What follows belongs to an exercise in optimizing a design on an open flow for small area, a short achievable clock period and few clock cycles per item; a production flow would make more cautious choices.
No run shown here included a check of the RTL's function; only the layout flow was run.

**flow/run.sh**
```bash
#!/bin/bash
set -euo pipefail
bash standard.sh "BUFFER_PORTS_ARGS=-buffer_cell sky130_fd_sc_hd__buf_4" finish > standard_flow.log 2>&1
```
**standard.sh**
```bash
#!/bin/bash
# synth_recipe.tcl (not shown) runs the flow's synth.tcl, then flattens the netlist and writes it again
# the make line also repeats each setting of config.mk as NAME=value (left out here)
make -C /OpenROAD-flow-scripts/flow DESIGN_CONFIG=/design/flow/config.mk WORK_HOME=/design/flow/orfs CLKGATE_MAP_FILE= SYNTH_SCRIPT=/design/flow/synth_recipe.tcl "${@:-finish}"
```
**config.mk**
```make
export PLATFORM = sky130hd
export DESIGN_NAME = MedianFilter
export DESIGN_NICKNAME = MedianFilter
export VERILOG_FILES = /design/flow/design.v
export SDC_FILE = /design/flow/constraint.sdc
export NUM_CORES = 4
export LEC_CHECK = 0
export CAP_MARGIN = 20
export CORE_MARGIN = 2
export CORE_UTILIZATION = 40
export PLACE_DENSITY = 0.6
export SLEW_MARGIN = 20
```
**constraint.sdc**
```tcl
create_clock -name core_clock -period 11.0 [get_ports {CLK}]
set_input_delay 2.2000 -clock core_clock [delete_from_list [all_inputs] [get_ports {CLK}]]
set_output_delay 2.2000 -clock core_clock [all_outputs]
set_load 0.01 [all_outputs]
```
**design.v**
```verilog
`timescale 1ns / 1ps
module MedianFilter(
    input reset,
    input enable,
    input CLK,
    input Nxt_block_sig,
    input [7:0]height,
    input [7:0]width,
    input [8:0]data,
    output [8:0]data_out,
    output [15:0]index,
    output [7:0]addr_x0,
    output [7:0]addr_y0,
    output [7:0]gdata,
    output Gvector_sig,
    output reg swmv
    );
localparam IDLE = 2'd0, PEND = 2'd1, NUL = 2'd2, PRES = 2'd3;
localparam MA = 3'd0, MB = 3'd1, MC = 3'd2, MP = 3'd3, MX = 3'd4;
localparam SU = 4'd0, SUL = 4'd1, SUR = 4'd2, SD = 4'd3, SDL = 4'd4,
           SDR = 4'd5, SXR = 4'd6, SPF1 = 4'd7, SPF2 = 4'd8, SFIN = 4'd9;
reg [1:0]  st;
reg        Gv;
reg [2:0]  md;
reg [1:0]  pc;          
reg [3:0]  nsq;         
reg [7:0]  ox, oy;      
reg        xf, xl, yf, yl;    
reg [15:0] na;          
reg [15:0] ix;
reg [7:0]  gd;
reg [8:0]  dreg;
reg        t1, td, t2;  
reg        f1, f2;      
reg        needx;       
reg [7:0]  s0, s1, s2, s3;
reg [3:0]  m;
reg [7:0]  wr, hr, wm1;
assign index       = ix;
assign addr_x0     = ox;
assign addr_y0     = oy;
assign gdata       = gd;
assign data_out    = {1'b0, gd};
assign Gvector_sig = Gv;
wire ack = Nxt_block_sig;           
wire [7:0] oxi = ox + 8'd1;
wire [15:0] nai = na + 16'd1;
wire [7:0] oyi = oy + 8'd1;
wire xf_a = xl;
wire xl_a = xl ? (wr == 8'd1) : (oxi == wr);
wire yf_a = xl ? 1'b0 : yf;
wire yl_a = xl ? (oyi == hr) : yl;
wire pres = (st == PRES);
wire hxf = pres ? xf_a : xf;
wire hxl = pres ? xl_a : xl;
wire hyf = pres ? yf_a : yf;
wire hyl = pres ? yl_a : yl;
wire hnx = pres & (md == MC);
function [3:0] next_slot;
  input [3:0] s;
  input fxf, fxl, fyf, fyl, fnx;
  reg [6:0] v;
  begin
    v[0] = ~fyf;
    v[1] = ~fyf & ~fxf;
    v[2] = ~fyf & ~fxl;
    v[3] = ~fyl;
    v[4] = ~fyl & ~fxf;
    v[5] = ~fyl & ~fxl;
    v[6] = fnx & ~fxl;
    if      (s == SPF1) next_slot = SPF2;
    else if (s == SPF2) next_slot = SFIN;
    else if (s < SUL && v[1]) next_slot = SUL;
    else if (s < SUR && v[2]) next_slot = SUR;
    else if (s < SD  && v[3]) next_slot = SD;
    else if (s < SDL && v[4]) next_slot = SDL;
    else if (s < SDR && v[5]) next_slot = SDR;
    else if (s < SXR && v[6]) next_slot = SXR;
    else next_slot = SPF1;
  end
endfunction
wire [3:0] first = hyf ? SD : SU;
wire [3:0] nsq_e = next_slot(first, hxf, hxl, hyf, hyl, hnx);
wire [3:0] nsq_n = next_slot(nsq, xf, xl, yf, yl, needx);
reg  [2:0] bsel;
reg        cin;
reg [15:0] bop;
always @(*) begin
  case (bsel)
    3'd0: bop = 16'd0;
    3'd1: bop = 16'd1;
    3'd2: bop = 16'd2;
    3'd3: bop = {8'hFF, ~wr};       
    3'd4: bop = {8'hFF, ~wm1};      
    3'd5: bop = {8'h00, wm1};       
    3'd6: bop = {8'h00, wr};        
    default: bop = 16'd0;
  endcase
end
wire [15:0] asum = na + bop + {15'd0, cin};
always @(*) begin
  bsel = 3'd0; cin = 1'b0;
  if (st == NUL)
    case (nsq)
      SU:   begin bsel = 3'd3; cin = 1'b1; end
      SUL:  begin bsel = 3'd3; cin = 1'b0; end
      SUR:  begin bsel = 3'd4; cin = 1'b1; end
      SD:   begin bsel = 3'd6; cin = 1'b0; end
      SDL:  begin bsel = 3'd5; cin = 1'b0; end
      SDR:  begin bsel = 3'd6; cin = 1'b1; end
      SPF2: begin bsel = 3'd1; cin = 1'b1; end
      SFIN: begin bsel = 3'd0; cin = 1'b0; end
      default: begin bsel = 3'd0; cin = 1'b1; end    
    endcase
  else if (st == PEND && pc == 2'd0) begin bsel = 3'd0; cin = 1'b1; end
  else if (st == PEND && pc == 2'd1) begin bsel = 3'd1; cin = 1'b1; end
  else if (st == PRES && md == MB)   begin bsel = 3'd1; cin = 1'b1; end
  else if (dreg[8]) begin
    if (hyf) begin bsel = 3'd6; cin = 1'b0; end
    else     begin bsel = 3'd3; cin = 1'b1; end
  end
  else if (st == PEND || md == MA) begin bsel = 3'd2; cin = 1'b1; end
  else begin bsel = 3'd1; cin = 1'b1; end
end
reg  [3:0] zh;    
always @(*)
  case ({hyf, hyl})
    2'b11:   zh = 4'd6 + {3'd0, hxf} + {3'd0, hxl};
    2'b10,
    2'b01:   zh = 4'd3 + {2'd0, hxf, 1'b0} + {2'd0, hxl, 1'b0} - {3'd0, hxf & hxl};
    default: zh = {2'd0, hxf, hxf} + {2'd0, hxl, hxl} - {3'd0, hxf & hxl};
  endcase
wire [7:0] iv  = f2 ? gd : dreg[7:0];
wire       ivp = f1 ? (~xl & ~needx & ~dreg[8]) :
                 f2 ? ~xf : (t2 & ~dreg[8]);
wire lt0 = ivp & (iv < s0);
wire lt1 = ivp & (iv < s1);
wire lt2 = ivp & (iv < s2);
wire lt3 = ivp & (iv < s3);
wire [7:0] n0 = lt0 ? iv : s0;
wire [7:0] n1 = lt1 ? (lt0 ? s0 : iv) : s1;
wire [7:0] n2 = lt2 ? (lt1 ? s1 : iv) : s2;
wire [7:0] n3 = lt3 ? (lt2 ? s2 : iv) : s3;
wire [3:0] nm = m + {3'd0, ivp};
wire [3:0] jm = nm - 4'd1;
reg  [7:0] med;
always @(*) begin
  if (nm == 4'd0) med = 8'd0;
  else
    case (jm[2:1])
      2'd0: med = n0;
      2'd1: med = n1;
      2'd2: med = n2;
      default: med = n3;
    endcase
end
wire fin = (st == NUL) && (nsq == SFIN);
always @(posedge CLK or posedge reset) begin
  if (reset) begin
    st <= IDLE; Gv <= 1'b0; swmv <= 1'b0;
  end else begin
    case (st)
      IDLE: begin
        Gv <= 1'b0; swmv <= 1'b0;
        if (enable) st <= PEND;
      end
      PEND:
        if (pc == 2'd2) begin
          if (!dreg[8]) begin st <= PRES; Gv <= 1'b1; end
          else st <= NUL;
        end
      NUL:
        if (fin) begin st <= PRES; Gv <= 1'b1; swmv <= 1'b1; end
      PRES: begin
        swmv <= 1'b0;
        if (ack) begin
          if (xl && yl) begin st <= IDLE; Gv <= 1'b0; end
          else if (md == MB || md == MX) begin st <= PEND; Gv <= 1'b0; end
          else if (dreg[8]) begin st <= NUL; Gv <= 1'b0; end
        end
      end
    endcase
  end
end
always @(posedge CLK) begin
  dreg <= data;
  wm1  <= wr - 8'd1;
  td   <= t1;
  t2   <= td;
  t1   <= 1'b0;
  f1   <= 1'b0;
  f2   <= 1'b0;
  if (st == NUL) begin
    s0 <= n0; s1 <= n1; s2 <= n2; s3 <= n3; m <= nm;
  end else begin
    s0 <= (zh > 4'd0) ? 8'h00 : 8'hFF;
    s1 <= (zh > 4'd1) ? 8'h00 : 8'hFF;
    s2 <= (zh > 4'd2) ? 8'h00 : 8'hFF;
    s3 <= (zh > 4'd3) ? 8'h00 : 8'hFF;
    m  <= zh;
  end
  case (st)
    IDLE: begin
      ox <= 8'd1; oy <= 8'd1; na <= 16'd0;
      xf <= 1'b1; yf <= 1'b1;
      xl <= (width == 8'd1); yl <= (height == 8'd1);
      wr <= width; hr <= height;
      if (enable && !reset) begin
        pc <= 2'd1; ix <= 16'd1;
      end else
        ix <= 16'd0;
    end
    PEND: begin
      ix <= asum;
      case (pc)
        2'd0: pc <= 2'd1;
        2'd1: pc <= 2'd2;
        default:
          if (!dreg[8]) begin
            md <= MA; gd <= dreg[7:0];
            na <= nai;
          end else begin
            needx <= 1'b0; f1 <= 1'b1;
            nsq <= nsq_e;
            t1 <= ~hyf | ~hyl;
          end
      endcase
    end
    NUL: begin
      f2 <= f1;
      ix <= asum;
      nsq <= nsq_n;
      t1 <= (nsq < SPF1);
      if (fin) begin
        md <= MP; gd <= med; na <= nai;
      end
    end
    PRES: begin
      if (ack) begin
        if (xl && yl) begin
          ix <= 16'd0;
        end else begin
          ox <= xl ? 8'd1 : oxi;
          if (xl) oy <= oyi;
          xf <= xf_a; xl <= xl_a; yf <= yf_a; yl <= yl_a;
          case (md)
            MB: begin pc <= 2'd2; ix <= asum; end
            MX: pc <= 2'd0;
            default: begin    
              ix <= asum;
              if (!dreg[8]) begin
                gd <= dreg[7:0]; na <= nai;
                md <= (md == MA) ? MA : (md == MC) ? MB : MC;
              end else begin
                f1 <= 1'b1;
                needx <= hnx;
                nsq <= nsq_e;
                t1 <= ~hyf | ~hyl;
              end
            end
          endcase
        end
      end else begin
        md <= MX; ix <= na;
      end
    end
  endcase
end
endmodule
```
==> key figures, run 1 <==
Outcome
  – Outcome: timing/DRC/antenna clean

Timing
  – Min Tclk post-route: 5.52 ns
  – Slew headroom: 0.343
  – RSZ-0062 raised after global routing: no
  – Final Cycle Share: 0.502
  – Final Skew: ~0.011 ns
  – Min Hold Slack: 0.329 ns
  – Max Freq: between 0.15 and 0.2 GHz
  – Setup Viol. Count Final: 0
  – Hold Fails Final Rpt: 0
  – Slew at the pin closest to its max-slew limit: between 0.9 and 1 ns
  – Sum Neg Setup Slack: 0 ns
  – Max Transition Viols Final: 0

Setup path
  – Crit-path max FO: 20
  – Crit end category: register
  – Reg2Reg Setup Slack: about 5.5 ns
  – FF-to-FF End: ix[14]
  – Startpoint Class: register
  – Worst endpoint data arrival time: 5.69 ns
  – Worst Reg-to-Reg Cells: 20
  – Critical path class: reg -> reg
  – CP peak stage delay: 0.66 ns
  – Worst r2r src: st[0]
  – CP required: around 11 ns
  – Worst setup path start: st[0]
  – Worst-path cell chain: ha_1 > nor3b_1 > o32ai_1 > a22oi_1 > a21oi_1 > nor2_1 > a21oi_1 > o31ai_1 > fa_1 > inv_1 > fa_1 > a21o_1 > a21oi_1 > o21bai_1 > a211oi_1 > nor3_1 > or3_1 > a41oi_1 > nor4_1 > nand3b_1
  – Most common cell on crit path: a21oi_1
  – Slowest CP cell: a22oi_1

Synth
  – Yosys Warn Count: 1
  – Post-Synthesis Mean Instance Area: ~9.4 um2
  – Syn Inst Count: around 1000
  – Synth async-reset ratio: 0.0263
  – Prevailing post-synth register cell: edfxtp_1
  – FF+latch count, synth: roughly 150
  – Library cells used by synthesis: roughly 80
  – Sequential share of the synthesized area: 0.396
  – Number of synthesized flops with an enable pin: 86
  – Mapped Area: a little under 10000 um2
  – Post-Syn Nets: between 1000 and 1500

Cells and area
  – Diode count: 0
  – Fin util: 0.464
  – Area of the multi-input gates: 5470 um2
  – Top flop regs: ix: 16 flops, na: 16 flops, dreg: 9 flops
  – Layout cell share with drive strength beyond 1: 0.147
  – Total of fill cells in the finished design: 2295
  – Final Cell Area: roughly 11000 um2
  – Area grow syn2layout: 14.0%
  – Register area: between 3000 and 4000 um2
  – Nets: 1190

Global routing
  – First-pass GRT wire length: about 40 mm
  – Gr usage total: 0.196
  – Initial antenna violation count: 0
  – Vias in the first global route: around 7500
  – Total congestion overflow: 0
  – Largest net degree at the start of global routing: 58

Min path
  – Worst hold path type: reg -> reg
  – Min-Delay Path Depth: 0
  – Hold Path Sink: td
  – Worst Min Path Start: t1

Clock tree
  – # Post-CTS Setup Buffers: 0
  – Clock sinks: between 150 and 200
  – Root buffer cell: clkbuf_16
  – Total CTS buffers: 17
  – H-tree depth: 4
  – CTS max path bufs: 2
  – CTS Hold Bufs: 0
  – Reg clk slew, reported paths: approximately 0.06 ns
  – Worst-skew pair later-pin latency: 0.42 ns
  – Post-CTS resize count: 0
  – CTS tree: yes

Detailed routing
  – Initial DRC Count: roughly 600
  – Vias per Instance: about 5.6
  – Average wire per standard cell: around 17 um
  – Antenna-violating nets left: 0
  – Routed via count: 7978
  – Drt drc: 0
  – First-pass DRT Iterations: 5
  – Total wire length: between 20 and 30 mm

Floorplanning
  – Row Count: 57
  – Die Ht: approximately 160 um
  – Die X-Extent: around 160 um
  – Starting Density: 0.407
  – Full die area: between 20000 and 30000 um2
  – Core footprint: 24300 um2
  – Io pins: 80

Placement
  – DP Area: 10700 um2
  – Post-DP HPWL: ~18 mm
  – Routability cong.: 0.881
  – Port Buf Inserts: ~80

Job
  – Max Cap Viol: 0
[cells by family (layout without fill, tap and decap cells)]
family / count (synthesis) / in the layout / share of synthesized area
DFF: 152 / 152 / 0.396
xor gates and xnor gates: 62 / 62 / 0.0604
and+or+nand+nor: 299 / 299 / 0.150
AOI/OAI and AO/OA: 307 / 307 / 0.216
buffers and inverters: 124 / 188 / 0.0531
muxes: 40 / 40 / 0.0426
other: 1 / 1 / 0.000379
adders and majority gates: 63 / 63 / 0.0809
[layout make-up]
cell class | count | area share
clock buffer | 19 | 0.0384
clock inverter | 13 | 0.0127
inverter | 70 | 0.0233
multi-input combinational | 772 | 0.485
sequential | 152 | 0.348
tap | 324 | 0.0359
timing repair buffer | 86 | 0.0572
[Yosys cell counts (all sizes together), types with 5 or more instances]
cell type	number	area share
nor4	8	0.0051
o21bai	9	0.0068
or3	11	0.0070
clkbuf	29	0.011
and3	13	0.0082
a211o	14	0.012
a22oi	21	0.016
nor3	16	0.0091
a21o	27	0.020
nand2	79	0.030
nor3b	5	0.0038
a211oi	31	0.024
o21a	12	0.0091
and2	13	0.0083
xor2	28	0.025
o211ai	14	0.011
nand3	26	0.013
ha	60	0.076
inv	69	0.026
o2111ai	6	0.0059
mux2i	23	0.023
xnor2	30	0.027
o21ai	64	0.032
o21ba	7	0.0071
nand2b	9	0.0057
edfxtp	86	0.26
a21oi	52	0.027
mux2	17	0.019
nor2	82	0.031
o22ai	7	0.0044
a21boi	9	0.0068
dfxtp	62	0.13
buf	25	0.016
nor2b	12	0.0076
or2	6	0.0038
[layer usage]
layer  up-vias  global-route usage  wire [um]
li1       3933                   -          -
met1      3781               0.275      12000
met2       234               0.305      11300
met3        30              0.0413       1320
met4         0              0.0552        437
met5         -                   0          0
[worst max-delay path, delay by kind of cell, from the launching register on]
kind	cells	cell delay, ns
AND/OR/NAND/NOR	6	1.19
buffers and inverters	1	0.06
flip-flops	1	0.42
adder cells (fa/ha/maj)	3	1.28
AO/OA/AOI/OAI	10	2.31
[layout by cell type, fill, tap and decap left out, types with 17 or more instances in the layout]
master,count
a22oi_1,20
nand2_1,78
mux2i_1,23
xor2_1,27
buf_4,86
clkbuf_16,17
nor2_1,82
ha_1,58
a21o_1,27
nand3_1,26
edfxtp_1,86
a21oi_1,49
inv_1,68
xnor2_1,30
o21ai_0,62
a211oi_1,31
dfxtp_1,62
mux2_2,17
[how the worst max path moves through the flow]
stage                        end  slack (ns)
after floorplan           ix[14]        6.34
after global placement    ix[14]        5.70
after detailed placement  ix[14]        5.61
after CTS                 ix[14]        5.54
after global routing      ix[15]        5.08
final                     ix[14]        5.48
[metrics by stage]
step,worst slack (ns),cells
final,5.48,1436
after global routing,5.08,1436
after CTS,5.54,1436
after detailed placement,5.61,1404
after global placement,5.70,1404
after floorplan,6.34,1048
==> run 2, diff against run 1 <==
==> flow/run.sh (replaced) <==
#!/bin/bash
set -euo pipefail
bash standard.sh "BUFFER_PORTS_ARGS=-buffer_cell sky130_fd_sc_hd__buf_4" SETUP_SLACK_MARGIN=7 finish > standard_flow.log 2>&1
==> run 2 against run 1 <==
Still clean on timing, DRC and antenna. Register-to-register slack gained 1.3 ns. Synthesized cell count unchanged. Critical path depth rose by 1. Sequential share of layout area fell by 1.7 points. Critical endpoint is now ix[12].
==> key figures, run 2 <==
Placement
  – Port Buf Inserts: 78 (unchanged)
  – Post-place setup slack: 6.15 ns (+0.538 ns)
  – Post-DP HPWL: 17.9 mm (-1.1%)
  – Routability cong.: 0.866 (-1.7%)

Floorplanning
  – Full die area: 26000 um2 (unchanged)
  – Starting Density: 0.407 (unchanged)
  – Core footprint: 24300 um2 (unchanged)
  – Row Count: 57 (unchanged)
  – Io pins: 80 (unchanged)
  – Die Ht: 161 um (unchanged)
  – Die X-Extent: 161 um (unchanged)

Clock tree
  – Reg clk slew, reported paths: 0.06 ns (about the same)
  – CTS tree: yes
  – Worst-skew pair later-pin latency: 0.44 ns (+0.02 ns)
  – CTS max path bufs: 2 (unchanged)
  – CTS Hold Bufs: 0 (unchanged)
  – Root buffer cell: clkbuf_16
  – H-tree depth: 4 (unchanged)
  – Clock sinks: 152 (unchanged)
  – Total CTS buffers: 17 (unchanged)

Cells and area
  – Top flop regs: ix: 16 flops, na: 16 flops, dreg: 9 flops
  – Fin util: 0.489 (+0.0243)
  – Layout cell share with drive strength beyond 1: 0.222 (+0.0745)
  – Total of fill cells in the finished design: 2295 (unchanged)
  – Diode count: 0 (unchanged)
  – Nets: 1231 (+3.4%)
  – Area of the multi-input gates: 5740 um2 (+4.9%)
  – Register area: 3930 um2 (+0.13%)
  – Highest-count cells in the layout ignoring fill and taps: buf_4, edfxtp_1, nor2_1
  – Area grow syn2layout: 20.0%
  – Most common cell after layout, fill and taps aside: buf_4

Setup path
  – Reg2Reg Setup Slack: 6.76 ns (+1.29 ns)
  – Slowest CP cell: dfrtp_2
  – Crit end category: register
  – Worst-path cell chain: ha_4 > nor3b_4 > o32ai_2 > buf_4 > a22oi_2 > a21oi_4 > nor2_4 > a21oi_2 > o31ai_4 > fa_2 > inv_2 > fa_2 > a21o_1 > a21oi_2 > o21bai_2 > a211oi_2 > nor3_2 > or3_4 > a21o_1 > a32oi_1 > nor2_1
  – CP peak stage delay: 0.45 ns (-0.21 ns)
  – Critical path class: reg -> reg
  – Worst Reg-to-Reg Cells: 21 (+5.0%)
  – FF-to-FF End: ix[12]
  – Worst endpoint data arrival time: 4.42 ns (-1.27 ns)
  – Worst r2r src: st[0]
  – Crit-path max FO: 5 (-75%)
  – CP required: 11.18 ns (about the same)
  – Buf+Inv Stages, Crit Path: 2 (+1)
  – Worst path top cell family by delay: compound AO/OA/AOI/OAI gates
  – Startpoint Class: register

Synth
  – Post-synthesis xor/xnor area fraction: 0.0604 (unchanged)
  – Area contributors post-synth: edfxtp_1, dfxtp_1, ha_1
  – Synth top area share: 0.261 (unchanged)
  – Adder-cell share of the synthesized area: 0.0809 (unchanged)
  – Synth async-reset ratio: 0.0263 (unchanged)
  – FF+latch count, synth: 152 (unchanged)
  – Commonest cells in the netlist: edfxtp_1, nor2_1, nand2_1
  – Post-synth top area cell: edfxtp_1
  – Multiplexer share of the synthesized area: 0.0426 (unchanged)
  – Mapped Area: 9900 um2 (unchanged)
  – Library cells used by synthesis: 82 (unchanged)
  – Syn Inst Count: 1048 (unchanged)
  – Largest family of logic cells by synthesized area: compound AO/OA/AOI/OAI gates
  – Yosys Warn Count: 1 (unchanged)
  – Simple-gate share of the synthesized area: 0.150 (unchanged)
  – Number of synthesized flops with an enable pin: 86 (unchanged)
  – Post-Syn Nets: 1139 (unchanged)
  – Post-synthesis compound-gate area fraction: 0.216 (unchanged)
  – Prevailing post-synth register cell: edfxtp_1
  – Sequential share of the synthesized area: 0.396 (unchanged)
  – Post-Synthesis Mean Instance Area: 9.45 um2 (unchanged)
  – Most instantiated library cell after synthesis: edfxtp_1

Global routing
  – Initial antenna violation count: 0 (unchanged)
  – Vias in the first global route: 7766 (+3.1%)
  – First-pass GRT wire length: 41.2 mm (+1.8%)
  – Gr usage total: 0.199 (+0.00358)
  – Total congestion overflow: 0 (unchanged)
  – Largest net degree at the start of global routing: 43 (-26%)

Timing
  – Sum Neg Setup Slack: 0 ns (unchanged)
  – Max Freq: 0.236 GHz (+30%)
  – Final Skew: 0.0122 ns (+0.00127 ns)
  – Hold Fails Final Rpt: 0 (unchanged)
  – Slew at the pin closest to its max-slew limit: 0.883 ns (-0.0991 ns)
  – Setup Viol. Count Final: 0 (unchanged)
  – Min Tclk post-route: 4.24 ns (-1.29 ns)
  – Final Cycle Share: 0.385 (-0.117)
  – Slew headroom: 0.410 (+0.0669)
  – RSZ-0062 raised after global routing: yes
  – Final Worst Setup Slack: 6.76 ns (+1.29 ns)
  – Max Transition Viols Final: 0 (unchanged)

Job
  – Max Cap Viol: 0 (unchanged)

Detailed routing
  – Vias per Instance: 5.57 (+0.33%)
  – Routed via count: 8233 (+3.2%)
  – Routed wl met3: 1.40 mm (+6.2%)
  – Initial DRC Count: 483 (-21%)
  – Top layer in use: met4
  – Met1 WL: 11.8 mm (-1.7%)
  – Total wire length: 25.9 mm (+3.4%)
  – Met2 WL post-DR: 12.1 mm (+7.3%)
  – Antenna-violating nets left: 0 (unchanged)
  – Average wire per standard cell: 17.5 um (+0.51%)
  – Drt drc: 0 (unchanged)
  – First-pass DRT Iterations: 5 (unchanged)

Min path
  – Worst Min Path Start: t1
  – Min-Delay Path Depth: 0 (unchanged)
  – Worst hold path type: reg -> reg
  – Hold Path Sink: td

Outcome
  – Outcome: timing/DRC/antenna clean
==> run 2: cells by family (layout without fill, tap and decap cells) <==
family,Yosys count,in the layout
adder cells (fa/ha/maj),63,63
multiplexers,40,40
AO/OA/AOI/OAI,307,307
flip-flops,152,152
AND/OR/NAND/NOR,299,299
buffers and inverters,124,229
other,1,1
XOR/XNOR,62,62
==> run 2: final cells by class <==
type,instances,area share
inverters,70,0.0223
clock buffers,17,0.0358
clock inverters,15,0.00990
well taps,324,0.0341
repair buffers,127,0.0836
multi-input cells,772,0.484
flip-flops and latches,152,0.331
==> run 2: worst max path at each step <==
stage | startpoint | end | slack, ns | cells after the start
2_1_floorplan | st[1] | ix[12] | 6.88 | 22
3_3_place_gp | st[1] | ix[12] | 6.26 | 21
3_5_place_dp | st[1] | ix[12] | 6.15 | 21
4_1_cts | st[0] | ix[12] | 6.76 | 20
5_1_grt | st[0] | ix[12] | 6.54 | 21
6_report | st[0] | ix[12] | 6.76 | 21
==> run 2: metrics by stage <==
stage | hold slack, ns | instance area (um2) | std cells
6_report | 0.328 | 11900 | 1477
4_1_cts | 0.327 | 11700 | 1462
3_3_place_gp | 0.312 | 10800 | 1405
2_1_floorplan | 0.310 | 9980 | 1048
5_1_grt | 0.345 | 11900 | 1477
3_5_place_dp | 0.313 | 10800 | 1405
==> run 2: what timing repair did <==
| item | in CTS | in global routing |
|---|---|---|
| setup endpoints to repair | 28 | 42 |
| pin swaps | 19 | 30 |
| buffers inserted | 25 | 15 |
| resized for setup | 38 | 26 |
==> run 2: routing by layer <==
metal  track usage  up-vias
met3        0.0334       49
li1              -     4011
met4        0.0682        0
met1         0.270     3929
met2         0.324      244
met5             0        -
==> run 3, diff against run 2 <==
--- a/design.v
+++ b/design.v
@@ -42,16 +42,13 @@
 assign gdata       = gd;
 assign data_out    = {1'b0, gd};
 assign Gvector_sig = Gv;
-wire ack = Nxt_block_sig;           
 wire [7:0] oxi = ox + 8'd1;
-wire [15:0] nai = na + 16'd1;
 wire [7:0] oyi = oy + 8'd1;
-wire xf_a = xl;
 wire xl_a = xl ? (wr == 8'd1) : (oxi == wr);
 wire yf_a = xl ? 1'b0 : yf;
 wire yl_a = xl ? (oyi == hr) : yl;
 wire pres = (st == PRES);
-wire hxf = pres ? xf_a : xf;
+wire hxf = pres ? xl   : xf;
 wire hxl = pres ? xl_a : xl;
 wire hyf = pres ? yf_a : yf;
 wire hyl = pres ? yl_a : yl;
@@ -82,46 +79,44 @@
 wire [3:0] first = hyf ? SD : SU;
 wire [3:0] nsq_e = next_slot(first, hxf, hxl, hyf, hyl, hnx);
 wire [3:0] nsq_n = next_slot(nsq, xf, xl, yf, yl, needx);
-reg  [2:0] bsel;
-reg        cin;
-reg [15:0] bop;
+wire [7:0] nhi  = na[15:8];
+wire [7:0] nhii = nhi + 8'd1;
+wire [7:0] nhid = nhi - 8'd1;
+reg  [7:0] blo;
+reg        bneg, cin;
 always @(*) begin
-  case (bsel)
-    3'd0: bop = 16'd0;
-    3'd1: bop = 16'd1;
-    3'd2: bop = 16'd2;
-    3'd3: bop = {8'hFF, ~wr};       
-    3'd4: bop = {8'hFF, ~wm1};      
-    3'd5: bop = {8'h00, wm1};       
-    3'd6: bop = {8'h00, wr};        
-    default: bop = 16'd0;
-  endcase
-end
-wire [15:0] asum = na + bop + {15'd0, cin};
-always @(*) begin
-  bsel = 3'd0; cin = 1'b0;
+  bneg = 1'b0; blo = 8'd0; cin = 1'b0;
   if (st == NUL)
     case (nsq)
-      SU:   begin bsel = 3'd3; cin = 1'b1; end
-      SUL:  begin bsel = 3'd3; cin = 1'b0; end
-      SUR:  begin bsel = 3'd4; cin = 1'b1; end
-      SD:   begin bsel = 3'd6; cin = 1'b0; end
-      SDL:  begin bsel = 3'd5; cin = 1'b0; end
-      SDR:  begin bsel = 3'd6; cin = 1'b1; end
-      SPF2: begin bsel = 3'd1; cin = 1'b1; end
-      SFIN: begin bsel = 3'd0; cin = 1'b0; end
-      default: begin bsel = 3'd0; cin = 1'b1; end    
+      SU:   begin bneg = 1'b1; blo = ~wr;  cin = 1'b1; end    
+      SUL:  begin bneg = 1'b1; blo = ~wr;  cin = 1'b0; end    
+      SUR:  begin bneg = 1'b1; blo = ~wm1; cin = 1'b1; end    
+      SD:   begin blo = wr;  cin = 1'b0; end                  
+      SDL:  begin blo = wm1; cin = 1'b0; end                  
+      SDR:  begin blo = wr;  cin = 1'b1; end                  
+      SPF2: begin blo = 8'd1; cin = 1'b1; end                 
+      SFIN: begin blo = 8'd0; cin = 1'b0; end                 
+      default: begin blo = 8'd0; cin = 1'b1; end              
     endcase
-  else if (st == PEND && pc == 2'd0) begin bsel = 3'd0; cin = 1'b1; end
-  else if (st == PEND && pc == 2'd1) begin bsel = 3'd1; cin = 1'b1; end
-  else if (st == PRES && md == MB)   begin bsel = 3'd1; cin = 1'b1; end
-  else if (dreg[8]) begin
-    if (hyf) begin bsel = 3'd6; cin = 1'b0; end
-    else     begin bsel = 3'd3; cin = 1'b1; end
-  end
-  else if (st == PEND || md == MA) begin bsel = 3'd2; cin = 1'b1; end
-  else begin bsel = 3'd1; cin = 1'b1; end
-end
+  else if (hyf) begin blo = wr; cin = 1'b0; end               
+  else begin bneg = 1'b1; blo = ~wr; cin = 1'b1; end          
+end
+wire [8:0]  mlo  = {1'b0, na[7:0]} + {1'b0, blo} + {8'd0, cin};
+wire [7:0]  mhi  = bneg ? (mlo[8] ? nhi : nhid) : (mlo[8] ? nhii : nhi);
+wire [15:0] amain = {mhi, mlo[7:0]};
+reg [1:0] sk;
+always @(*) begin
+  if (st == PEND) sk = (pc == 2'd0) ? 2'd1 : (pc == 2'd1) ? 2'd2 : 2'd3;
+  else if (md == MA) sk = 2'd3;
+  else if (md == MX) sk = 2'd0;
+  else sk = 2'd2;
+end
+wire [8:0]  slo = {1'b0, na[7:0]} + {7'd0, sk};
+wire [15:0] astr = {slo[8] ? nhii : nhi, slo[7:0]};
+wire [8:0]  ilo = {1'b0, na[7:0]} + 9'd1;
+wire [15:0] nai = {ilo[8] ? nhii : nhi, ilo[7:0]};
+wire usemain = (st == NUL) | (dreg[8] & ((st == PEND && pc == 2'd2) | (st == PRES && md != MB && md != MX)));
+wire [15:0] anext = usemain ? amain : astr;
 reg  [3:0] zh;    
 always @(*)
   case ({hyf, hyl})
@@ -142,19 +137,24 @@
 wire [7:0] n2 = lt2 ? (lt1 ? s1 : iv) : s2;
 wire [7:0] n3 = lt3 ? (lt2 ? s2 : iv) : s3;
 wire [3:0] nm = m + {3'd0, ivp};
-wire [3:0] jm = nm - 4'd1;
+wire [3:0] mm1 = m - 4'd1;
+wire [1:0] j0  = mm1[2:1];
+wire [1:0] j1  = m[2:1];
+wire [1:0] jj  = ivp ? j1 : j0;
+wire       mz  = ~ivp & (m == 4'd0);
 reg  [7:0] med;
 always @(*) begin
-  if (nm == 4'd0) med = 8'd0;
+  if (mz) med = 8'd0;
   else
-    case (jm[2:1])
+    case (jj)
       2'd0: med = n0;
       2'd1: med = n1;
       2'd2: med = n2;
       default: med = n3;
     endcase
 end
-wire fin = (st == NUL) && (nsq == SFIN);
+wire fin  = (st == NUL) && (nsq == SFIN);
+wire last = xl & yl;
 always @(posedge CLK or posedge reset) begin
   if (reset) begin
     st <= IDLE; Gv <= 1'b0; swmv <= 1'b0;
@@ -173,8 +173,8 @@
         if (fin) begin st <= PRES; Gv <= 1'b1; swmv <= 1'b1; end
       PRES: begin
         swmv <= 1'b0;
-        if (ack) begin
-          if (xl && yl) begin st <= IDLE; Gv <= 1'b0; end
+        if (Nxt_block_sig) begin
+          if (last) begin st <= IDLE; Gv <= 1'b0; end
           else if (md == MB || md == MX) begin st <= PEND; Gv <= 1'b0; end
           else if (dreg[8]) begin st <= NUL; Gv <= 1'b0; end
         end
@@ -211,7 +211,7 @@
         ix <= 16'd0;
     end
     PEND: begin
-      ix <= asum;
+      ix <= anext;
       case (pc)
         2'd0: pc <= 2'd1;
         2'd1: pc <= 2'd2;
@@ -228,7 +228,7 @@
     end
     NUL: begin
       f2 <= f1;
-      ix <= asum;
+      ix <= anext;
       nsq <= nsq_n;
       t1 <= (nsq < SPF1);
       if (fin) begin
@@ -236,18 +236,18 @@
       end
     end
     PRES: begin
-      if (ack) begin
-        if (xl && yl) begin
+      if (Nxt_block_sig) begin
+        if (last) begin
           ix <= 16'd0;
         end else begin
           ox <= xl ? 8'd1 : oxi;
           if (xl) oy <= oyi;
-          xf <= xf_a; xl <= xl_a; yf <= yf_a; yl <= yl_a;
+          xf <= xl; xl <= xl_a; yf <= yf_a; yl <= yl_a;
+          ix <= anext;
           case (md)
-            MB: begin pc <= 2'd2; ix <= asum; end
+            MB: pc <= 2'd2;
             MX: pc <= 2'd0;
-            default: begin    
-              ix <= asum;
+            default:    
               if (!dreg[8]) begin
                 gd <= dreg[7:0]; na <= nai;
                 md <= (md == MA) ? MA : (md == MC) ? MB : MC;
@@ -257,7 +257,6 @@
                 nsq <= nsq_e;
                 t1 <= ~hyf | ~hyl;
               end
-            end
           endcase
         end
       end else begin
==> run 3 against run 2 <==
Critical path type unchanged. Sequential cell count fell by 4. Still clean on timing, DRC and antenna. First-iteration DRC count rose by 33%. Core utilization down 1.8 points. Critical endpoint is now ix[13]. Clock skew increased by 0.0026 ns. Critical path depth is 5 lower. Clock-buffer cell count grew 4. Register-to-register slack better by 0.47 ns. Worst setup slack improved by 0.47 ns.
==> key figures, run 3 <==
Outcome
  – Outcome: timing/DRC/antenna clean

Synth
  – Post-Synthesis Mean Instance Area: 8.75 um2 (-7.3%)
  – Post-synth top area cell: edfxtp_1
  – Area contributors post-synth: edfxtp_1, dfxtp_1, ha_1
  – Number of synthesized flops with an enable pin: 70 (-19%)
  – Sequential share of the synthesized area: 0.367 (-0.0289)
  – Post-Syn Nets: 1236 (+8.5%)
  – Synth top area share: 0.210 (-0.0512)
  – Library cells used by synthesis: 86 (+4.9%)
  – Yosys Warn Count: 1 (unchanged)
  – FF+latch count, synth: 148 (-2.6%)
  – Syn Inst Count: 1145 (+9.3%)
  – Commonest cells in the netlist: nand2_1, o21ai_0, nor2_1
  – Most instantiated library cell after synthesis: nand2_1
  – Synth async-reset ratio: 0.0270 (+0.000711)
  – Mapped Area: 10000 um2 (+1.3%)
  – Prevailing post-synth register cell: dfxtp_1

Cells and area
  – Diode count: 0 (unchanged)
  – Total of fill cells in the finished design: 2337 (+1.8%)
  – Highest-count cells in the layout ignoring fill and taps: nand2_1, o21ai_0, buf_4
  – Area grow syn2layout: 14.7%
  – Nets: 1278 (+3.8%)
  – Most common cell after layout, fill and taps aside: nand2_1
  – Layout cell share with drive strength beyond 1: 0.150 (-0.0720)
  – Top flop regs: ix: 16 flops, na: 16 flops, dreg: 9 flops

Timing
  – Slew headroom: 0.274 (-0.136)
  – Min Hold Slack: 0.327 ns (-0.00120 ns)
  – Setup Viol. Count Final: 0 (unchanged)
  – Hold Fails Final Rpt: 0 (unchanged)
  – Min Tclk post-route: 3.77 ns (-0.469 ns)
  – Final Skew: 0.0148 ns (+0.00262 ns)
  – Final Cycle Share: 0.342 (-0.0426)
  – Max Transition Viols Final: 0 (unchanged)
  – Sum Neg Setup Slack: 0 ns (unchanged)
  – RSZ-0062 raised after global routing: no
  – Slew at the pin closest to its max-slew limit: 1.09 ns (+0.204 ns)
  – Max Freq: 0.266 GHz (+12%)

Job
  – Max Cap Viol: 0 (unchanged)

Setup path
  – Worst path top cell family by delay: compound AO/OA/AOI/OAI gates
  – Crit end category: register
  – CP peak stage delay: 0.44 ns (about the same)
  – Worst-path cell chain: ha_1 > nand2_2 > nand2_2 > clkinvlp_4 > buf_4 > o21ai_0 > fa_1 > fa_1 > a21o_1 > a21oi_2 > o21ai_1 > a21oi_2 > buf_4 > a22oi_1 > a2111o_1 > o211ai_1
  – Worst endpoint data arrival time: 4.11 ns (-0.31 ns)
  – Critical path class: reg -> reg
  – Slowest CP cell: dfrtp_2
  – CP required: 11.35 ns (+0.17 ns)
  – Crit-path max FO: 10 (+5)
  – Buf+Inv Stages, Crit Path: 3 (+1)
  – Reg2Reg Setup Slack: 7.23 ns (+0.47 ns)
  – Startpoint Class: register

Global routing
  – First-pass GRT wire length: 43.3 mm (+5.1%)
  – Vias in the first global route: 8147 (+4.9%)
  – Gr usage total: 0.206 (+0.00674)
  – Largest net degree at the start of global routing: 40 (-7.0%)
  – Initial antenna violation count: 0 (unchanged)
  – Total congestion overflow: 0 (unchanged)

Detailed routing
  – Total wire length: 26.7 mm (+3.1%)
  – Average wire per standard cell: 17.5 um (about the same)
  – Routed via count: 8583 (+4.3%)
  – First-pass DRT Iterations: 5 (unchanged)
  – Vias per Instance: 5.63 (+1.0%)
  – Initial DRC Count: 643 (+33%)
  – Drt drc: 0 (unchanged)
  – Antenna-violating nets left: 0 (unchanged)

Floorplanning
  – Die X-Extent: 162 um (+0.61%)
  – Die Ht: 162 um (+0.61%)
  – Starting Density: 0.410 (+0.00269)
  – Full die area: 26300 um2 (+1.2%)
  – Io pins: 80 (unchanged)
  – Row Count: 57 (unchanged)
  – Core footprint: 24500 um2 (+0.59%)

Placement
  – Post-DP HPWL: 18.8 mm (+5.0%)
  – Routability cong.: 0.867 (+0.15%)
  – Port Buf Inserts: 78 (unchanged)

Clock tree
  – Clock sinks: 148 (-2.6%)
  – H-tree depth: 4 (unchanged)
  – Worst-skew pair later-pin latency: 0.44 ns (about the same)
  – CTS tree: yes
  – Total CTS buffers: 17 (unchanged)
  – CTS max path bufs: 2 (unchanged)
  – Reg clk slew, reported paths: 0.06 ns (about the same)
  – Root buffer cell: clkbuf_16

Min path
  – Worst hold path type: reg -> reg
-- run 3: cell count changes in the layout (fill, tap and decap cells not counted), sizes merged, moves of 10 or more --
cell    change
a21o       -10
nand2      +21
buf        -29
dfxtp      +12
a211o      -13
a22oi      -18
edfxtp     -16
nor2       +16
a21oi      +27
nand4      +11
a211oi     -27
o21ai      +36
-- run 3: logic make-up after synthesis --
| logic type | share of synthesized area |
|---|---|
| mux | 0.0453 |
| buf+inv | 0.0619 |
| simple gates | 0.165 |
| other cells | 0.000374 |
| flops | 0.367 |
| xor+xnor | 0.0663 |
| fa+ha+maj | 0.0796 |
| compound gates | 0.214 |
-- run 3: per-stage QoR --
stage	worst slack [ns]	std cells	cell area (um2)	utilization
floorplan	7.02	1145	10000	-
global placement	6.68	1481	10700	0.439
detailed placement	6.55	1481	10700	0.439
CTS	6.98	1522	11400	0.468
global route	6.98	1524	11500	0.470
finish	7.23	1524	11500	0.470
-- run 3: repair_timing --
item,4_1_cts,5_1_grt
hold buffers,0,0
pin swaps,3,0
cloned,0,0
endpoints found under the setup margin,28,46
setup buffers,9,2
gates resized for setup,3,16
-- run 3: worst paths after layout --
check	from	to	cells after the start
min in group asynchronous	reset	st[1]	2
setup reg to reg	st[1]	ix[13]	16
hold / removal	t1	td	0
hold reg to reg	t1	td	0
setup / recovery	st[1]	ix[13]	16
max in group asynchronous	reset	st[1]	2
-- run 3: final cells by class --
class                      instances  area (um2)  area share
clock buffer                      21         440      0.0383
tap                              324         405      0.0352
multi-input combinational        846        5760       0.501
clock inverter                    11         176      0.0153
timing repair buffer              98         737      0.0641
sequential                       148        3690       0.321
inverter                          76         289      0.0251
-- run 3: routing by layer --
layer | track usage | part of all wire | up-vias
met2 | 0.341 | 0.47 | 251
met5 | 0 | 0 | -
met3 | 0.0296 | 0.048 | 37
li1 | - | - | 4227
met4 | 0.0623 | 0.017 | 0
met1 | 0.281 | 0.46 | 4068
==> run 4, diff against run 3 <==
==> flow/run.sh (replaced) <==
#!/bin/bash
set -euo pipefail
bash standard.sh "BUFFER_PORTS_ARGS=-buffer_cell sky130_fd_sc_hd__buf_4" SETUP_SLACK_MARGIN=8 finish > standard_flow.log 2>&1
==> run 4 against run 3 <==
First-iteration DRC count up 38%. Highest routed layer unchanged. Maximum frequency rose by 12%. Register-to-register slack improved by 0.40 ns. Die area is the same. Area after synthesis stayed put. Critical path depth is the same. Core utilization rose by 10 points. Still clean on timing, DRC and antenna.
==> key figures, run 4 <==
Synth
  – Syn Inst Count: 1145 (unchanged)
  – Yosys Warn Count: 1 (unchanged)
  – Post-Synthesis Mean Instance Area: 8.75 um2 (unchanged)
  – Post-Syn Nets: 1236 (unchanged)
  – Library cells used by synthesis: 86 (unchanged)
  – Synth async-reset ratio: 0.0270 (unchanged)
  – Mapped Area: 10000 um2 (unchanged)
  – Sequential share of the synthesized area: 0.367 (unchanged)
  – Commonest cells in the netlist: nand2_1, o21ai_0, nor2_1
  – Post-synth top area cell: edfxtp_1
  – Most instantiated library cell after synthesis: nand2_1
  – Synth top area share: 0.210 (unchanged)
  – FF+latch count, synth: 148 (unchanged)
  – Area contributors post-synth: edfxtp_1, dfxtp_1, ha_1
  – Prevailing post-synth register cell: dfxtp_1
  – Number of synthesized flops with an enable pin: 70 (unchanged)

Global routing
  – Initial antenna violation count: 0 (unchanged)
  – Largest net degree at the start of global routing: 40 (unchanged)
  – Vias in the first global route: 9052 (+11%)
  – First-pass GRT wire length: 48.0 mm (+11%)
  – Gr usage total: 0.229 (+0.0231)
  – Top Usage Layer GRT: met2
  – Met2 GRT Util: 0.372 (+0.0311)
  – Routing usage on met3: 0.0396 (+0.00996)
  – GRT met1 Usage: 0.308 (+0.0270)
  – Total congestion overflow: 0 (unchanged)

Min path
  – Worst hold path type: reg -> reg
  – Min-Delay Path Depth: 0 (unchanged)

Cells and area
  – Layout cell share with drive strength beyond 1: 0.360 (+0.210)
  – Top flop regs: ix: 16 flops, na: 16 flops, dreg: 9 flops
  – Diode count: 0 (unchanged)
  – Most common cell after layout, fill and taps aside: buf_4
  – Nets: 1408 (+10%)
  – Post-route insts no fill: 1654 (+8.5%)
  – Area grow syn2layout: 39.8%
  – Fin util: 0.573 (+0.103)
  – Highest-count cells in the layout ignoring fill and taps: buf_4, nand2_1, nor2_1

Floorplanning
  – Row Count: 57 (unchanged)
  – Full die area: 26300 um2 (unchanged)
  – Starting Density: 0.410 (unchanged)
  – Io pins: 80 (unchanged)
  – Die X-Extent: 162 um (unchanged)
  – Die Ht: 162 um (unchanged)
  – Core footprint: 24500 um2 (unchanged)

Detailed routing
  – First-pass DRT Iterations: 5 (unchanged)
  – Average wire per standard cell: 19.4 um (+11%)
  – Vias per Instance: 5.86 (+4.0%)
  – Antenna-violating nets left: 0 (unchanged)
  – Initial DRC Count: 889 (+38%)
  – Total wire length: 32.1 mm (+20%)
  – Drt drc: 0 (unchanged)
  – Routed via count: 9687 (+13%)

Timing
  – Final Skew: 0.0179 ns (+0.00302 ns)
  – Min Tclk post-route: 3.36 ns (-0.403 ns)
  – Setup Viol. Count Final: 0 (unchanged)
  – Max Freq: 0.297 GHz (+12%)
  – Final Cycle Share: 0.306 (-0.0366)
  – RSZ-0062 raised after global routing: yes
  – Slew at the pin closest to its max-slew limit: 0.782 ns (-0.304 ns)
  – Max Transition Viols Final: 0 (unchanged)
  – Slew headroom: 0.476 (+0.202)
  – Sum Neg Setup Slack: 0 ns (unchanged)
  – Hold Fails Final Rpt: 0 (unchanged)
  – Final Worst Setup Slack: 7.64 ns (+0.403 ns)

Clock tree
  – Reg clk slew, reported paths: 0.07 ns (about the same)
  – Root buffer cell: clkbuf_16
  – H-tree depth: 4 (unchanged)
  – Clock sinks: 148 (unchanged)
  – Worst-skew pair later-pin latency: 0.44 ns (about the same)
  – CTS max path bufs: 2 (unchanged)
  – Total CTS buffers: 17 (unchanged)
  – CTS Hold Bufs: 0 (unchanged)
  – CTS tree: yes

Job
  – Max Cap Viol: 0 (unchanged)

Placement
  – Routability cong.: 0.898 (+3.6%)
  – Placed Cells: 1477 (-0.27%)
  – Post-DP HPWL: 19.1 mm (+1.7%)
  – Post-place setup slack: 6.86 ns (+0.306 ns)
  – Port Buf Inserts: 78 (unchanged)

Setup path
  – Crit end category: register
  – CP required: 11.36 ns (about the same)
  – Startpoint Class: register
  – Critical path class: reg -> reg
  – Worst endpoint data arrival time: 3.72 ns (-0.39 ns)
  – Crit-path max FO: 7 (-3)
  – Worst Reg-to-Reg Cells: 16 (unchanged)

Outcome
  – Outcome: timing/DRC/antenna clean
==> run 4: cell types whose count changed in the layout (fill, tap and decap cells not counted), moves of 18 or more <==
cell | before | now
a21oi_1 | 75 | 57
buf_4 | 96 | 145
buf_6 | 1 | 68
o21ai_0 | 96 | 58
o21ai_2 | 0 | 24
==> run 4: worst max-delay path, stage by stage (launching register included) <==
cell and delay (ns):
dfrtp_2 0.41, ha_4 0.17, nand2_4 0.06, nand2_4 0.07, clkinvlp_4 0.16, xnor2_2 0.17
nor2_2 0.11, a31oi_2 0.05, fa_2 0.36, fa_2 0.35, a21o_1 0.19, a21oi_4 0.18
o21ai_4 0.11, a21oi_4 0.30, a22oi_2 0.10, a2111o_1 0.42, o211ai_1 0.08
==> run 4: path summary, 6_finish.rpt <==
path,from,end,slack [ns]
max in group asynchronous,reset,st[1],9.12
min reg2reg,td,t2,0.34
max,st[1],ix[13],7.64
max reg2reg,st[1],ix[13],7.64
min in group asynchronous,reset,swmv,1.69
min,td,t2,0.34
==> run 4: repair_timing <==
| action | in CTS | in global routing |
|---|---|---|
| cloned | 1 | 3 |
| pin swaps | 42 | 61 |
| resized for setup | 182 | 161 |
| buffers inserted | 100 | 41 |
| setup endpoints to repair | 145 | 138 |
==> run 4: cell families after synthesis <==
logic type                 after synthesis  share of synthesized area
adders and majority gates               62                     0.0796
buffers and inverters                  151                     0.0619
muxes                                   42                     0.0453
xor gates and xnor gates                68                     0.0663
and+or+nand+nor                        345                      0.165
other                                    1                   0.000374
DFF                                    148                      0.367
AOI/OAI and AO/OA                      328                      0.214
==> run 4: final cells by class <==
cell class,instances,area (um2)
Clock buffer,20,437
Clock inverter,12,85.1
Fill cell,2031,10500
Inverter,76,293
Multi-Input combinational cell,849,6990
Sequential cell,148,3710
Tap cell,324,405
Timing Repair Buffer,225,2090
==> run 4: per-layer routing <==
layer | vias to the layer above | wire length (um)
met5 | - | 0
met4 | 0 | 804
met3 | 74 | 2200
met2 | 435 | 15500
met1 | 4679 | 13600
li1 | 4499 | -
==> run 4: metrics by stage <==
step,instance area [um2],hold slack [ns]
after global placement,10800,0.311
final,14000,0.335
after detailed placement,10800,0.312
after floorplan,10200,0.310
after CTS,12900,0.329
after global routing,14000,0.340

re-timing with driven ports:
The results above use ideal ports. As a check the final layouts listed here were re-extracted and re-timed, cells and wires unchanged. Step 1 sets driving cells, clkbuf_16 on the clock port and buf_2 on the other inputs (assumed; they add their load-dependent delay and slew). Step 2 also shifts input and output timing later by t, the mid clock arrival at the registers, as if the neighbouring blocks saw the same clock. Three values: no drivers, after step 1, after step 2; two values: the first two.
| run | t, ns | slack for setup (ns) | worst register clock-pin slew, ns | worst data-port slew with drivers (ns) | cell pins on the clock port's net |
|---|---|---|---|---|---|
| run 1 | 0.465 | 5.476 / 5.476 / 5.476 | 0.07 / 0.07 | 0.04 | 1 |
| run 2 | 0.482 | 6.765 / 6.765 / 6.702 | 0.07 / 0.07 | 0.05 | 1 |
| run 3 | 0.481 | 7.234 / 7.234 / 7.044 | 0.07 / 0.07 | 0.04 | 1 |
| run 4 | 0.477 | 7.636 / 7.636 / 7.541 | 0.07 / 0.07 | 0.06 | 1 |
After both steps every run listed still meets setup and hold. For run 3, which loses most, drivers alone change the setup slack by 0.000 ns; drivers and shift together by -0.190 ns.
